What follows belongs to an exercise in optimizing a design on an open flow for small area, a short achievable clock period and few clock cycles; a production flow would make more cautious choices.
In this exercise RTL edits were held to simulation tests only and were not proved equivalent to the original.
Power figures rest on the tool's default switching activity, not on a simulated workload.

== run 1 ==
Design CPU_COMP, start of the top module:
module CPU_COMP(
input clk,
input rst,
output wire [15:0] imem_addr,
input [7:0] imem_data,
output wire [15:0] dmem_addr,
output wire [7:0] dmem_wdata,
output wire dmem_we,
input [7:0] dmem_rdata,
output wire done
);
Settings: LEC_CHECK=0, CAP_MARGIN=20, CORE_MARGIN=2, CORE_UTILIZATION=50, CTS_BUF_LIST=sky130_fd_sc_hd__clkbuf_8 sky130_fd_sc_hd__clkbuf_16, CTS_CLUSTER_DIAMETER=80, CTS_CLUSTER_SIZE=22, SETUP_SLACK_MARGIN=5, SLEW_MARGIN=20; clock period 8.0 ns.
run.sh (not shown) runs the stock make flow with config.mk's settings and CLKGATE_MAP_FILE= SYNTH_SCRIPT=/design/flow/synth_recipe.tcl, a recipe that flattens the netlist after the stock synthesis.
Testbench counts of run 1, summed over its fixed seeds: cycles 179,256.
### run 1 -> run 2
Settings: swapping 20 for 5 in SLEW_MARGIN; swapping 20 for 5 in CAP_MARGIN.
[summary]
Run 2 | stages: all done | timing, DRC, antenna: all pass
Any difference in fmax between run 1 and run 2 is small enough to ignore.
Between run 1 and run 2, the clock transition time at the flip-flop clock pins of the worst setup and hold paths figures differ only marginally.
Reported for run 1 and run 2, final count of negative-setup-slack endpoints turned out identical to the last digit.
Maximum resistive drop on vdd came out exactly the same in run 1 and run 2.
Run 1 → run 2: number of buffers on the longest clock path has remained practically unchanged, initial core utilization stayed essentially flat, fraction of standard cell area that is sequential stayed essentially flat, worst hold slack comparable.

* * *

CPU_COMP, a different RTL version from the one above (not shown whole).
Size in the first run: ~1200 cells after synthesis, about 280 flip-flops, about 13000 um2 of cells after synthesis.
==> flow/design.v (excerpt) <==
module CPU_COMP(
input clk,
input rst,
output wire [15:0] imem_addr,
input [7:0] imem_data,
output wire [15:0] dmem_addr,
output wire [7:0] dmem_wdata,
output wire dmem_we,
input [7:0] dmem_rdata,
output wire done
);
reg [15:0] pc;
reg [7:0]  ir_r;
reg        r_op;              
reg        r_hil;             
reg        r_lol;             
reg        r_hij;             
reg        r_imm;             
reg        m_r;               
reg [7:0]  ir_e;
reg        e_op;
reg        e_lol;
reg        e_imm;
reg [15:0] breg;              
reg [12:1] wsel;              
reg        c_inv;             
reg        c_cin;
reg        c_x0;              
reg        c_xf;              
reg        c_we;              
reg [15:0] ac;
reg [15:0] g [1:12];
reg        z;
reg        done_r;
integer    k;
wire [3:0] op = ir_e[7:4];
wire [3:0] x  = ir_e[3:0];
wire o_ldac = e_op & (op == 4'h1);
wire o_tr   = e_op & (op == 4'h3);
wire o_ldr  = e_op & (op == 4'h4);
wire o_jp   = e_op & (op == 4'h5);
wire o_add  = e_op & (op == 4'h6);
wire o_sub  = e_op & (op == 4'h7);
wire o_inc  = e_op & (op == 4'hA);
wire o_dec  = e_op & (op == 4'hB);
wire o_shl  = e_op & (op == 4'hC);
wire o_shr  = e_op & (op == 4'hD);
wire o_clac = e_op & (op == 4'hE);
wire [15:0] xa = c_x0 ? 16'd0 : c_xf ? 16'hFFFF : ac;
wire [15:0] yb = breg ^ {16{c_inv}};
wire [16:0] sum17 = {xa, c_cin} + {yb, c_cin};    
wire [15:0] sum = sum17[16:1];
wire [15:0] xy_x = xa ^ yb;
wire sum_zero = c_xf ? (breg == 16'd1) : &xy_x;
wire sh_two = x[3] | x[2] | x[1];
wire sh_any = sh_two | x[0];
wire [15:0] shl = sh_two ? {ac[13:0], 2'b0} : {ac[14:0], 1'b0};
  ...
clock: 8.0 ns
lec_check: 0
cap_margin: 20
core_margin: 2
core_utilization: 50
cts_buf_list: sky130_fd_sc_hd__clkbuf_8 sky130_fd_sc_hd__clkbuf_16
cts_cluster_diameter: 80
cts_cluster_size: 22
place_density: 0.75
setup_slack_margin: 5
slew_margin: 20
Testbench counts at the start, summed over its fixed seeds: cycles 179,256.
Then changed:
--- a/flow/config.mk
+++ b/flow/config.mk
@@ -10 +10 @@
-export CORE_UTILIZATION = 50
+export CORE_UTILIZATION = 55
@@ -14 +14 @@
-export PLACE_DENSITY = 0.75
+export PLACE_DENSITY = 0.85
The changed run completed with no timing, DRC or antenna violations.
Fmax is lower by 0.62%.
Routed wire length rose by 2.1%.
Worst hold slack degrades by 0.0081 ns.
Critical path depth went up by 3.
Worst setup slack degrades by 0.018 ns.
Power decreases by 2.0%.
Global-route usage went up by 2.6 points.
Cell area barely changes.
Sequential share of layout area hardly moves.
Synthesized area does not change.
Synthesized cell count is unchanged.
Then changed:
--- a/flow/config.mk
+++ b/flow/config.mk
@@ -10 +10 @@
-export CORE_UTILIZATION = 55
+export CORE_UTILIZATION = 50
@@ -14 +13,0 @@
-export PLACE_DENSITY = 0.85
Result:
- The changed run ran to the end with no violations
- wire length came out higher by 1.9%
- critical path depth does not change
- clock-buffer cell count is unchanged
- area after synthesis is unchanged
- cell count came out higher by 0.45%
- power came out higher by 2.2%
- via count came out lower by 4.9%
- clock skew came out higher by 0.0050 ns
- design area stays flat
- global-route usage came out lower by 1.2 points
- combinational power hardly moves
Then changed:
--- a/flow/config.mk
+++ b/flow/config.mk
@@ -15,0 +16 @@
+export TNS_END_PERCENT = 30
Result:
- register-to-register slack barely changes
- total power increases slightly
- flip-flop and latch count stays the same
- maximum frequency came out lower by a few percent
- routed wire length stays flat
- cell count went up slightly
- combinational power is higher by a few percent

* * *

Another version of the RTL of CPU_COMP (not shown whole).
Size in the first run: about 13000 µm² of cells after synthesis.
==> flow/config.mk <==
export PLATFORM = sky130hd
export DESIGN_NAME = CPU_COMP
export DESIGN_NICKNAME = CPU_COMP
export VERILOG_FILES = /design/flow/design.v
export SDC_FILE = /design/flow/constraint.sdc
export NUM_CORES = 4
export LEC_CHECK = 0
export CAP_MARGIN = 20
export CORE_MARGIN = 2
export CORE_UTILIZATION = 50
export CTS_BUF_LIST = sky130_fd_sc_hd__clkbuf_4 sky130_fd_sc_hd__clkbuf_8
export SETUP_SLACK_MARGIN = 4.6
export SLEW_MARGIN = 20
==> flow/constraint.sdc <==
create_clock -name core_clock -period 8.0 [get_ports {clk}]
set_input_delay 1.6000 -clock core_clock [delete_from_list [all_inputs] [get_ports {clk}]]
set_output_delay 1.6000 -clock core_clock [all_outputs]
set_load 0.01 [all_outputs]
Testbench counts at the start, summed over its fixed seeds: cycles 179,256.
Edit:
CORE_UTILIZATION = 65   (was 50)
SETUP_SLACK_MARGIN = 5   (was 4.6)
What happened:
- The changed run finished clean
- non-clock buffer count goes up by 11
- clock-buffer cell count goes up by 1
- global-route usage goes up by 7.4 points
- first-iteration DRC count goes up by about 32%
- synthesized cell count is unchanged
- area after synthesis is unchanged
- maximum frequency goes up by about 7%
- final cell count goes down by 3.7%
Edit:
==> flow/flow/run.sh (new file) <==
#!/bin/bash
set -euo pipefail
sed 's/SETUP_SLACK_MARGIN=[0-9.]*/SETUP_SLACK_MARGIN=5.4/' standard.sh > standard_margin.sh
bash standard_margin.sh > standard.log 2>&1
==> flow/standard.sh (new file) <==
#!/bin/bash
# synth_recipe.tcl (not shown) runs the flow's synth.tcl, then flattens the netlist and writes it again
# the make line also repeats each setting of config.mk as NAME=value (left out here)
make -C /OpenROAD-flow-scripts/flow DESIGN_CONFIG=/design/flow/config.mk WORK_HOME=/design/flow/orfs CLKGATE_MAP_FILE= SYNTH_SCRIPT=/design/flow/synth_recipe.tcl "${@:-finish}"
CORE_UTILIZATION = 50   (was 65)
CTS_BUF_LIST = sky130_fd_sc_hd__clkbuf_8 sky130_fd_sc_hd__clkbuf_16   (was sky130_fd_sc_hd__clkbuf_4 sky130_fd_sc_hd__clkbuf_8)
CTS_CLUSTER_DIAMETER = 100   (was not set)
CTS_CLUSTER_SIZE = 30   (was not set)
removed: flow/run.sh
=> Worst hold slack gets better by 0.0075 ns; die area went up by 29%; wire length goes up by 12%; worst setup slack got worse by 0.0064 ns; clock power came out lower by 33%; power falls by 12%.
Edit:
==> flow/run.sh (new file) <==
#!/bin/bash
# synth_recipe.tcl (not shown) runs the flow's synth.tcl, then flattens the netlist and writes it again
# the make line also repeats each setting of config.mk as NAME=value (left out here)
make -C /OpenROAD-flow-scripts/flow DESIGN_CONFIG=/design/flow/config.mk WORK_HOME=/design/flow/orfs CLKGATE_MAP_FILE= SYNTH_SCRIPT=/design/flow/synth_recipe.tcl finish
CORE_UTILIZATION = 40   (was 50)
CTS_BUF_LIST = not set   (was sky130_fd_sc_hd__clkbuf_8 sky130_fd_sc_hd__clkbuf_16)
CTS_CLUSTER_DIAMETER = not set   (was 100)
CTS_CLUSTER_SIZE = not set   (was 30)
removed: flow/flow/run.sh
removed: flow/standard.sh
Cell area falls by a little under a tenth.
Critical path depth rises by 1.
Wire length falls by a little under a tenth.
Sequential power is about the same.
Combinational power falls by a quarter to a third.
Edit:
CORE_UTILIZATION = 50   (was 40)
CTS_BUF_LIST = sky130_fd_sc_hd__clkbuf_4 sky130_fd_sc_hd__clkbuf_8   (was not set)
Design area is lower slightly.
Hold slack hardly moves.
Combinational power is about the same.
Synthesized area does not change.
Worst setup slack is better by 0.0059 ns.
Power goes down by a few percent.

* * *

== run A ==
The RTL this note starts from:
==> flow/design.v <==
`timescale 1ns / 1ps
module CPU_COMP(
input clk,
input rst,
output wire [15:0] imem_addr,
input [7:0] imem_data,
output wire [15:0] dmem_addr,
output wire [7:0] dmem_wdata,
output wire dmem_we,
input [7:0] dmem_rdata,
output wire done
);
localparam ST_NOP  = 3'd0;    
localparam ST_OP   = 3'd1;    
localparam ST_HIL  = 3'd2;    
localparam ST_LOL  = 3'd3;    
localparam ST_HIJ  = 3'd4;    
localparam ST_IMMA = 3'd5;    
localparam ST_IMMS = 3'd6;    
reg [15:0] pc;
reg [7:0]  ir;
reg [2:0]  st;
reg [7:0]  hi;
reg [15:0] ac;
reg [15:0] g [1:12];
reg [12:1] gv;                
reg        z;
reg        done_r;
wire [3:0] op = ir[7:4];
wire [3:0] x  = ir[3:0];
wire is_op = (st == ST_OP);
wire use_g1 = (op == 4'h2) | (op == 4'h6) | (op == 4'h7);
wire [3:0] bsel = use_g1 ? 4'd1 : x;
reg [15:0] b;
integer k;
always @(*) begin
    b = (bsel == 4'd0) ? ac : 16'd0;
    for (k = 1; k <= 12; k = k + 1)
        if (bsel == k && gv[k]) b = b | g[k];
end
wire is_imm  = (st == ST_IMMA) | (st == ST_IMMS);
wire do_sub  = (is_op & (op == 4'h7)) | (st == ST_IMMS);
wire do_inc  = is_op & (op == 4'hA);
wire do_dec  = is_op & (op == 4'hB);
wire [15:0] yraw = is_imm ? {8'd0, ir} : b;
wire [15:0] xa   = do_inc ? 16'd0 : do_dec ? 16'hFFFF : ac;
wire [15:0] ya   = do_sub ? ~yraw : yraw;
wire [15:0] sum  = xa + ya + {15'd0, do_sub | do_inc};
wire [15:0] shl = ac << x;
wire [15:0] shr = ac >> x;
wire is_lol = (st == ST_LOL);
assign dmem_addr  = is_lol ? {hi, ir} : b;
assign dmem_wdata = ac[7:0];
assign dmem_we    = is_op & (op == 4'h2);
wire jpnz  = is_op & (op == 4'h5);
wire skip2 = jpnz & z;
assign imem_addr = pc;
assign done = done_r;
always @(posedge clk) begin
    ir <= imem_data;
    if (st == ST_HIL) hi <= ir;
end
always @(posedge clk) begin
    if (rst) begin
        pc <= 16'd0;
        st <= ST_NOP;
        ac <= 16'd0;
        z <= 1'b0;
        gv <= 12'd0;
        done_r <= 1'b0;
    end else begin
        if (st == ST_HIJ) begin
            pc <= {ir, imem_data};
            st <= ST_NOP;
        end else if (skip2) begin
            pc <= pc + 16'd2;
            st <= ST_NOP;
        end else begin
            pc <= pc + 16'd1;
            if (is_op) begin
                case (op)
                4'h0: st <= ST_HIL;
                4'h5: st <= ST_HIJ;
                4'h8: st <= ST_IMMA;
                4'h9: st <= ST_IMMS;
                default: st <= ST_OP;
                endcase
            end else if (st == ST_HIL) st <= ST_LOL;
            else st <= ST_OP;
        end
        if (pc[15:1] == 15'd166) done_r <= 1'b1;
        if (is_lol) ac <= {8'd0, dmem_rdata};
        else if (is_imm) ac <= sum;
        else if (is_op) begin
            case (op)
            4'h1: ac <= {8'd0, dmem_rdata};
            4'h3: ac <= b;
            4'h6, 4'h7: ac <= sum;
            4'hA, 4'hB: if (x == 4'd0) ac <= sum;
            4'hC: ac <= shl;
            4'hD: ac <= shr;
            4'hE: ac <= 16'd0;
            default: ;
            endcase
        end
        if (st == ST_IMMS) z <= (ac == {8'd0, ir});
        else if (is_op & (op == 4'h7)) z <= (ac == b);
        else if (do_dec) z <= (b == 16'd1);
        for (k = 1; k <= 12; k = k + 1)
            if (is_op & (x == k) & ((op == 4'h4) | (op == 4'hA) | (op == 4'hB)))
                gv[k] <= 1'b1;
    end
end
always @(posedge clk) begin
    for (k = 1; k <= 12; k = k + 1)
        if (is_op & (x == k)) begin
            if (op == 4'h4) g[k] <= ac;
            else if ((op == 4'hA) | (op == 4'hB)) g[k] <= sum;
        end
end
endmodule
Settings: LEC_CHECK=0, CAP_MARGIN=20, CORE_MARGIN=2, CORE_UTILIZATION=40, SLEW_MARGIN=20; clock period 8.0 ns.
Stock flow here: none of the scripts above is used.
Testbench counts of run A, summed over its fixed seeds: cycles 178,261.
diff inputs: run A => run B
Settings: putting SETUP_SLACK_MARGIN at 3.5 where nothing was set; swapping 40 for 55 in CORE_UTILIZATION.
--- outcome ---
Run B vs run A, register area went up by 0.35%. Relative to run A, the total of cells resized after clock tree synthesis of run B is higher by 187. When the final numbers for run B and run A were put side by side, the post-detailed-route wirelength per cell turned out to be greater in run B. On worst path required time, run B and run A are neck and neck. Comparing run B with run A, the distinct cell type count after synthesis came out essentially unchanged. Compared with run A, run B improves core footprint. The worst setup path endpoint comes out g[8][14]$_DFFE_PP_ in one run and g[11][15]$_DFFE_PP_ in the other, namely in run A and run B respectively.
Input-level comparison between run C and run B:
Settings: ABC_CLOCK_PERIOD_IN_PS now 3000, previously not set; CORE_UTILIZATION now 40, was 55; SETUP_SLACK_MARGIN now 4.5, was 3.5.
==> comparison <==
Run C reports its critical-path cell with the highest stage delay as sky130_fd_sc_hd__a222oi_1 while run B reports sky130_fd_sc_hd__a311oi_2.
Of run B and run C, run B shows the lower layout-stage area growth over the synthesis result, with run C above it.
Run B → run C: final core utilization saw a decrease; number of ports placed on the die boundary saw little to no change; routed wire length saw an increase; cell area after layout saw an increase.
The final layouts of run B and run C pass the timing, design-rule and antenna checks.

==> what the ideal ports hide <==
Ports are ideal in the flow. The routed layouts listed here were re-timed in OpenROAD.
Step 1 sets driving cells, clkbuf_16 on the clock port and buf_2 on the other inputs (assumed; they add their load-dependent delay and slew).
Step 2 adds t to the input delays and takes it off the output delays; t is the mean of the earliest and latest rising clock arrival at the registers after step 1. Input paths then give back, and output paths get back, about the clock's delay inside the block.
a / b / c = ideal / step 1 / step 2; a / b = the first two.
| run | t (ns) | slack for setup (ns) | worst slew at a driven data input, ns |
|---|---|---|---|
| run 1 | 0.575 | 4.991 / 4.991 / 4.591 | 0.05 |
| run 2 | 0.575 | 4.991 / 4.991 / 4.591 | 0.05 |
| the first run of note 2 | 0.560 | 5.039 / 5.039 / 4.599 | 0.04 |
| the second run of note 2 | 0.559 | 5.021 / 5.020 / 4.544 | 0.04 |
| the third run of note 2 | 0.574 | 4.993 / 4.990 / 4.592 | 0.04 |
| the fourth run of note 2 | 0.574 | 4.849 / 4.809 / 4.304 | 0.04 |
| the first run of note 3 | 0.622 | 4.735 / 4.688 / 4.758 | 0.05 |
| the second run of note 3 | 0.612 | 4.946 / 4.946 / 4.946 | 0.04 |
| the third run of note 3 | 0.556 | 4.939 / 4.939 / 4.939 | 0.03 |
| the fourth run of note 3 | 0.564 | 5.021 / 5.006 / 4.957 | 0.04 |
| the fifth run of note 3 | 0.615 | 5.027 / 4.989 / 5.013 | 0.04 |
| run A | 0.611 | 1.557 / 1.557 / 1.557 | 0.05 |
| run B | 0.601 | 3.063 / 3.063 / 3.063 | 0.05 |
| run C | 0.616 | 2.968 / 2.968 / 2.968 | 0.05 |
After both steps every run listed still meets setup and hold. For the fourth run of note 2, which loses most, drivers alone change the setup slack by -0.040 ns; drivers and shift together by -0.545 ns.
